What follows belongs to an exercise in optimizing a design on an open flow for small area; a production flow would make more cautious choices.
RTL that was checked went through simulation tests only; none was proved equivalent to the original.
For run 2, only the layout was checked, not whether the RTL still works.

==> flow/design.v, too long to show whole: its modules and the start of the top module <==
// module cordic_sin_cos: 739 lines
module cordic_sin_cos (
    input clk, input rst_n,
    input signed [31:0] angle, input pre_vaild,
    output signed [31:0] sin, output signed [31:0] cos, output post_vaild);
  // ...
==> flow/flow/run.sh <==
#!/bin/bash
set -euo pipefail
export BUFFER_PORTS_ARGS="-buffer_cell sky130_fd_sc_hd__buf_1"
export CTS_ARGS="-sink_clustering_enable -repair_clock_nets -dont_use_dummy_load -buf_list sky130_fd_sc_hd__clkbuf_8 -sink_clustering_size 20 -sink_clustering_max_diameter 50"
bash standard.sh > standard.log 2>&1
==> flow/standard.sh <==
#!/bin/bash
# synth_recipe.tcl (not shown) runs the flow's synth.tcl, then flattens the netlist and writes it again
# the make line also repeats each setting of config.mk as NAME=value (left out here)
make -C /OpenROAD-flow-scripts/flow DESIGN_CONFIG=/design/flow/config.mk WORK_HOME=/design/flow/orfs CLKGATE_MAP_FILE= SYNTH_SCRIPT=/design/flow/synth_recipe.tcl "${@:-finish}"
==> flow/config.mk <==
export PLATFORM = sky130hd
export DESIGN_NAME = cordic_sin_cos
export DESIGN_NICKNAME = cordic_sin_cos
export VERILOG_FILES = /design/flow/design.v
export SDC_FILE = /design/flow/constraint.sdc
export NUM_CORES = 4
export LEC_CHECK = 0
export CAP_MARGIN = 20
export CORE_MARGIN = 2
export CORE_UTILIZATION = 40
export SLEW_MARGIN = 20
==> flow/constraint.sdc <==
create_clock -name core_clock -period 6.0 [get_ports {clk}]
set_input_delay 1.2000 -clock core_clock [delete_from_list [all_inputs] [get_ports {clk}]]
set_output_delay 1.2000 -clock core_clock [all_outputs]
set_load 0.01 [all_outputs]
==> run_results.csv, run 1 <==
group,metric,value,unit
run_status,status,"finished clean",
synth,synth_common_cells,"xnor2_1, dfxtp_1, nor2_1, a21oi_1, nand2_1",
critical_path,crit_path_frequent_cell,"ha_1",
critical_path,worstSetupStartpoint,"y15_q7[16]",
min_path,hold_class,"flop to flop",
critical_path,rr_worst_depth,19,
min_path,min_path_cells,0,
synth,yosysMostFrequentCell,"xnor2_1",
job,max_cap_violations,0,
critical_path,setup.worst_path.end,"cos[13]",
synth,netlist_top_cells_area,"dfxtp_1, xnor2_1, ha_1",
critical_path,setup.worst_path.start_class,"flop",
floorplanning,n_tap_cell,846,
global_routing,grt_pass1_vias,20920,
final_layout,nets,3475,
timing,hold_viol,0,
timing,rsz0062_at_grt,"no",
timing,setup_violations,0,
synth,synthXorXnorAreaFrac,20.08,%
clock_network,clockRootBuffer,"clkbuf_8",
critical_path,end_kind,"output pin",
synth,synth_cells,3219,
detailed_routing,vias_per_cell,5.566,
detailed_routing,drc,0,
clock_network,cts_resized,1,
clock_network,postCtsSetupRepairBufs,0,
final_layout,multi_input_area,18860,um2
==> run 2: changes to the inputs <==
--- a/flow/design.v
+++ b/flow/design.v
@@ -406,19 +406,28 @@
 wire yh12_lc17 = yh12_t ? (y11_q5[16] | yh12_lc16) : (y11_q5[16] & yh12_lc16);
 assign yh12[17] = y11_q5[17] ^ yh12_t ^ yh12_lc17;
 assign yh12_c[18] = yh12_t ? ((y11_q5[15] | y11_q5[16] | y11_q5[17]) | yh12_c[15]) : ((y11_q5[15] & y11_q5[16] & y11_q5[17]) & yh12_c[15]);
 wire f11 = d11_q5 ^ d12_q5;
 wire [17:0] y12 = yh12 ^ {18{f11}};
 wire [18:0] x13_c;
 wire [17:0] x13;
 assign x13_c[0] = d12_q5;
-wire [6:0] x13_l = {1'b0, x12[5], x12[4], x12[3], x12[2], x12[1], x12[0]} + {1'b0, ~y12[17], ~y12[16], ~y12[15], ~y12[14], ~y12[13], ~y12[12]} + d12_q5;
-assign x13[5:0] = x13_l[5:0];
-assign x13_c[6] = x13_l[6];
+assign x13[0] = x12[0] ^ ~y12[12] ^ x13_c[0];
+assign x13_c[1] = (x12[0] & ~y12[12]) | (x12[0] & x13_c[0]) | (~y12[12] & x13_c[0]);
+assign x13[1] = x12[1] ^ ~y12[13] ^ x13_c[1];
+assign x13_c[2] = (x12[1] & ~y12[13]) | (x12[1] & x13_c[1]) | (~y12[13] & x13_c[1]);
+assign x13[2] = x12[2] ^ ~y12[14] ^ x13_c[2];
+assign x13_c[3] = (x12[2] & ~y12[14]) | (x12[2] & x13_c[2]) | (~y12[14] & x13_c[2]);
+assign x13[3] = x12[3] ^ ~y12[15] ^ x13_c[3];
+assign x13_c[4] = (x12[3] & ~y12[15]) | (x12[3] & x13_c[3]) | (~y12[15] & x13_c[3]);
+assign x13[4] = x12[4] ^ ~y12[16] ^ x13_c[4];
+assign x13_c[5] = (x12[4] & ~y12[16]) | (x12[4] & x13_c[4]) | (~y12[16] & x13_c[4]);
+assign x13[5] = x12[5] ^ ~y12[17] ^ x13_c[5];
+assign x13_c[6] = (x12[5] & ~y12[17]) | (x12[5] & x13_c[5]) | (~y12[17] & x13_c[5]);
 wire x13_t = ~y12[17];
 assign x13[6] = x12[6] ^ x13_t ^ x13_c[6];
 wire x13_lc7 = x13_t ? (x12[6] | x13_c[6]) : (x12[6] & x13_c[6]);
 assign x13[7] = x12[7] ^ x13_t ^ x13_lc7;
 wire x13_lc8 = x13_t ? (x12[7] | x13_lc7) : (x12[7] & x13_lc7);
 assign x13[8] = x12[8] ^ x13_t ^ x13_lc8;
 wire x13_lc9 = x13_t ? (x12[8] | x13_lc8) : (x12[8] & x13_lc8);
 assign x13[9] = x12[9] ^ x13_t ^ x13_lc9;
@@ -437,19 +446,28 @@
 wire x13_lc16 = x13_t ? (x12[15] | x13_lc15) : (x12[15] & x13_lc15);
 assign x13[16] = x12[16] ^ x13_t ^ x13_lc16;
 wire x13_lc17 = x13_t ? (x12[16] | x13_lc16) : (x12[16] & x13_lc16);
 assign x13[17] = x12[17] ^ x13_t ^ x13_lc17;
 assign x13_c[18] = x13_t ? ((x12[14] | x12[15] | x12[16] | x12[17]) | x13_c[14]) : ((x12[14] & x12[15] & x12[16] & x12[17]) & x13_c[14]);
 wire [18:0] yh13_c;
 wire [17:0] yh13;
 assign yh13_c[0] = 1'b0;
-wire [6:0] yh13_l = {1'b0, y12[5], y12[4], y12[3], y12[2], y12[1], y12[0]} + {1'b0, x12[17], x12[16], x12[15], x12[14], x12[13], x12[12]} + 1'b0;
-assign yh13[5:0] = yh13_l[5:0];
-assign yh13_c[6] = yh13_l[6];
+assign yh13[0] = y12[0] ^ x12[12] ^ yh13_c[0];
+assign yh13_c[1] = (y12[0] & x12[12]) | (y12[0] & yh13_c[0]) | (x12[12] & yh13_c[0]);
+assign yh13[1] = y12[1] ^ x12[13] ^ yh13_c[1];
+assign yh13_c[2] = (y12[1] & x12[13]) | (y12[1] & yh13_c[1]) | (x12[13] & yh13_c[1]);
+assign yh13[2] = y12[2] ^ x12[14] ^ yh13_c[2];
+assign yh13_c[3] = (y12[2] & x12[14]) | (y12[2] & yh13_c[2]) | (x12[14] & yh13_c[2]);
+assign yh13[3] = y12[3] ^ x12[15] ^ yh13_c[3];
+assign yh13_c[4] = (y12[3] & x12[15]) | (y12[3] & yh13_c[3]) | (x12[15] & yh13_c[3]);
+assign yh13[4] = y12[4] ^ x12[16] ^ yh13_c[4];
+assign yh13_c[5] = (y12[4] & x12[16]) | (y12[4] & yh13_c[4]) | (x12[16] & yh13_c[4]);
+assign yh13[5] = y12[5] ^ x12[17] ^ yh13_c[5];
+assign yh13_c[6] = (y12[5] & x12[17]) | (y12[5] & yh13_c[5]) | (x12[17] & yh13_c[5]);
 wire yh13_t = x12[17];
 assign yh13[6] = y12[6] ^ yh13_t ^ yh13_c[6];
 wire yh13_lc7 = yh13_t ? (y12[6] | yh13_c[6]) : (y12[6] & yh13_c[6]);
 assign yh13[7] = y12[7] ^ yh13_t ^ yh13_lc7;
 wire yh13_lc8 = yh13_t ? (y12[7] | yh13_lc7) : (y12[7] & yh13_lc7);
 assign yh13[8] = y12[8] ^ yh13_t ^ yh13_lc8;
 wire yh13_lc9 = yh13_t ? (y12[8] | yh13_lc8) : (y12[8] & yh13_lc8);
 assign yh13[9] = y12[9] ^ yh13_t ^ yh13_lc9;
==> run 2 against run 1 <==
Critical path depth fell by 2; final cell count down 1.4%; clock skew down 0.018 ns; register-to-register slack lost 0.12 ns; non-clock buffer count down 3; setup slack worse by 0.040 ns; highest routed layer unchanged; via count decreased by 4.3%; synthesized cell count decreased by 1.6%; wire length decreased by 4.1%.
==> run_results.csv, run 2 <==
group,metric,value,unit
run_status,status,"finished clean",
placement,port_buffers,92,
floorplanning,die_x,253.7,um
critical_path,r2r-end,"x13_q6[17]",
critical_path,rr_worst_depth,21,
timing,layout_setup_ws,0.3321,ns
critical_path,cp_top_family,"simple AND/OR/NAND/NOR gates",
synth,syn-cell-area,24940,um2
synth,yosys_warnings,1,
floorplanning,core-area,61710,um2
synth,synth_ff_type,"dfxtp_1",
critical_path,crit_arrival,4.47,ns
placement,post-dp-hpwl,48430,um
timing,clock-skew-final,0.06525,ns
clock_network,cts_sinks,253,
critical_path,setup.worst_path.end,"sin[29]",
critical_path,ff2ff_setup_slack,0.36,ns
synth,synth.distinct_cells,115,
critical_path,crit_path_max_incr_delay,0.47,ns
job,max_cap_violations,0,
placement,dpl.cell_count,3990,
final_layout,final_cell_mix,"xnor2_1, nor2_1, dfxtp_1",
final_layout,instances_no_fill,4024,
timing,post-route-period-util,94.47,%
final_layout,nets,3425,
critical_path,worstSetupStartpoint,"x15n_q7[15]",
clock_network,cts_hold_buf,0,
synth,ys_seq_elements,253,
timing,min_period,5.668,ns
clock_network,clockRootBuffer,"clkbuf_8",
detailed_routing,first_pass_iters,9,
synth,synth_nets,3404,
global_routing,globalRoute.totalOverflow,0,
timing,clock.fmax,0.1764,GHz
global_routing,grt_max_degree,92,
timing,setup_violations,0,
critical_path,setup.worst_path.start_class,"flop",
clock_network,numCtsBuffers,31,
synth,syn_avg_cell_area,7.873,um2
critical_path,worst-path-stages,15,
clock_network,worstSkewPairLatency,0.64,ns
global_routing,grt_pass1_wl,100800,um
floorplanning,initial_utilization,40.41,%
critical_path,crit-reg2reg-launch,"x11_q5[14]",
timing,tightest_slew,0.9868,ns
final_layout,syn_to_final_growth,6.809,%
floorplanning,die_area,64350,um2
final_layout,final_area,26630,um2
detailed_routing,drt_iter0_drc,1833,
timing,relSlewSlack,34.12,%
global_routing,grt_use_total,18.76,%
critical_path,critical_path_required,4.80,ns
critical_path,criticalPathCategory,"flop to output pin",
synth,seq_area_frac_synth,20.45,%
final_layout,fin_util,43.16,%
final_layout,fillers,6395,
placement,place_ws,-0.02339,ns
synth,ys_async_sr_fraction,2.767,%
detailed_routing,wire_per_inst,15.40,um
clock_network,h-tree-depth,1,
detailed_routing,vias,21750,
min_path,hold_class,"flop to flop",
critical_path,critPathBufInv,3,
detailed_routing,ant_nets,0,
placement,dpl_cell_area,26110,um2
floorplanning,row_count,91,
critical_path,cp_slowest_cell,"or4_1",
critical_path,end_kind,"output pin",
clock_network,clk_pin_slew,0.08,ns
final_layout,seq_area,5106,um2
critical_path,path_cells,"inv_1 > maj3_1 > o21ai_0 > xor2_1 > ha_1 > a21o_1 > a21oi_1 > nor2_1 > or4_1 > nor2_1 > nand3_1 > nand2_1 > xor2_1 > buf_4 > buf_1",
critical_path,critPathMaxFanout,15,
global_routing,antenna_found_initial,1,
clock_network,clock_path_buffers,3,
timing,hold_viol,0,
floorplanning,ios,100,
global_routing,grt_pass1_vias,19950,
synth,synth-edff-count,0,
synth,synth_cells,3167,
synth,synth_top_area_share,19.75,%
final_layout,drive_above_1_share,6.497,%
synth,netlist_top_cells_area,"dfxtp_1, xnor2_1, ha_1",
detailed_routing,routed_wl,61970,um
detailed_routing,vias_per_cell,5.404,
final_layout,final_common_cell,"xnor2_1",
timing,slew_viol_final,0,
synth,yosysMostFrequentCell,"xnor2_1",
synth,synth_top_cell_by_area,"dfxtp_1",
clock_network,tritoncts,"built",
detailed_routing,drc,0,
synth,synth_common_cells,"xnor2_1, nor2_1, dfxtp_1, a21oi_1, nand2_1",
final_layout,multi_input_area,18450,um2
placement,gp_congestion,0.9940,
floorplanning,die_y,253.7,um
timing,rsz0062_at_grt,"no",
## run 2: cell types whose count changed after synthesis, sizes merged, moves of 16 or more
| cell | delta |
|---|---|
| nand2 | +16 |
| xor2 | +26 |
| xnor2 | -41 |
| inv | +17 |
| buf | +20 |
| clkbuf | -24 |
## run 2: final cells by class
| type | count | area share [%] |
|---|---|---|
| flip-flops and latches | 253 | 19.17 |
| well taps | 837 | 3.932 |
| diodes | 1 | 0.009396 |
| inverters | 180 | 2.537 |
| clock buffers | 31 | 1.602 |
| multi-input cells | 2558 | 69.28 |
| repair buffers | 164 | 3.467 |
## run 2: worst reg2reg max path, stage by stage (launching register included)
cell and delay (ns):
dfxtp_1 0.32, ha_1 0.32, nand3_1 0.10, o21bai_2 0.22
nor4b_4 0.08, buf_4 0.15, nor4b_2 0.39, a22oi_1 0.17
xnor2_2 0.27, inv_1 0.10, fa_1 0.44, fa_1 0.39
fa_1 0.39, fa_1 0.39, fa_1 0.39, or2_4 0.29
nor4_2 0.27, buf_4 0.15, nand4b_1 0.20, nor4_1 0.24
a41oi_1 0.09, xnor2_1 0.18
## run 2: metal layers
layer / vias up / GRT usage, % / wire length (um)
met5: - / 0 / 0
met4: 0 / 5.076 / 1684
met3: 105 / 2.130 / 2804
met2: 529 / 32.99 / 29780
met1: 9948 / 24.22 / 27700
li1: 11160 / - / -
## run 2: what timing repair did
item / CTS / global route
setup buffers: 0 / 2
endpoints found under the setup margin: 1 / 29
resized for setup: 1 / 15
pin swaps: 0 / 5
## run 2: logic make-up (layout without fill, tap and decap cells)
| family | count (synthesis) | after routing | share of synthesized area [%] |
|---|---|---|---|
| buffers and inverters | 356 | 375 | 6.122 |
| other | 0 | 1 | 0 |
| flip-flops | 253 | 253 | 20.45 |
| multiplexers | 46 | 46 | 1.862 |
| adder cells (fa/ha/maj) | 203 | 203 | 11.53 |
| XOR/XNOR | 554 | 554 | 19.76 |
| AO/OA/AOI/OAI | 821 | 821 | 21.21 |
| AND/OR/NAND/NOR | 934 | 934 | 19.07 |
## run 2: per-stage QoR
step	hold slack (ns)	setup TNS (ns)
2_1_floorplan	0.3096	0
3_3_place_gp	0.3101	0
3_5_place_dp	0.3121	-0.02339
4_1_cts	0.3153	0
5_1_grt	0.3265	0
6_report	0.3131	0
## run 2: worst min-delay path by stage
stage                     cells after the start  startpoint     end
after floorplan                               0       d0_q1   d0_q2
after global placement                        0        s_q3    s_q4
after detailed placement                      0        s_q2    s_q3
after CTS                                     0      d14_q5  d14_q6
after global routing                          0      d15_q5  d15_q6
final                                         0      d14_q5  d14_q6

==> re-timing with driven ports <==
How much do the figures lean on ideal ports? The routed layouts below were timed once more, with nothing changed but the port constraints.
Step 1 sets driving cells, clkbuf_16 on the clock port and buf_2 on the other inputs (assumed; they add their load-dependent delay and slew).
Step 2 times the ports against the registers' clock, not the clock port: input delays grow and output delays shrink by t, the midpoint of the rising clock arrivals with the driver on.
Slacks: ideal / step 1 / step 2; pairs: ideal / step 1.
run	t (ns)	setup slack, ns	clock arrival spread, ns	slew at the worst register clock pin (ns)	cell pins on the clock port's net
run 1	0.661	0.372 / 0.309 / 0.479	0.083 / 0.084	0.10 / 0.10	1
run 2	0.678	0.332 / 0.272 / 0.360	0.084 / 0.084	0.10 / 0.10	1
After both steps setup and hold are still met in every run listed.
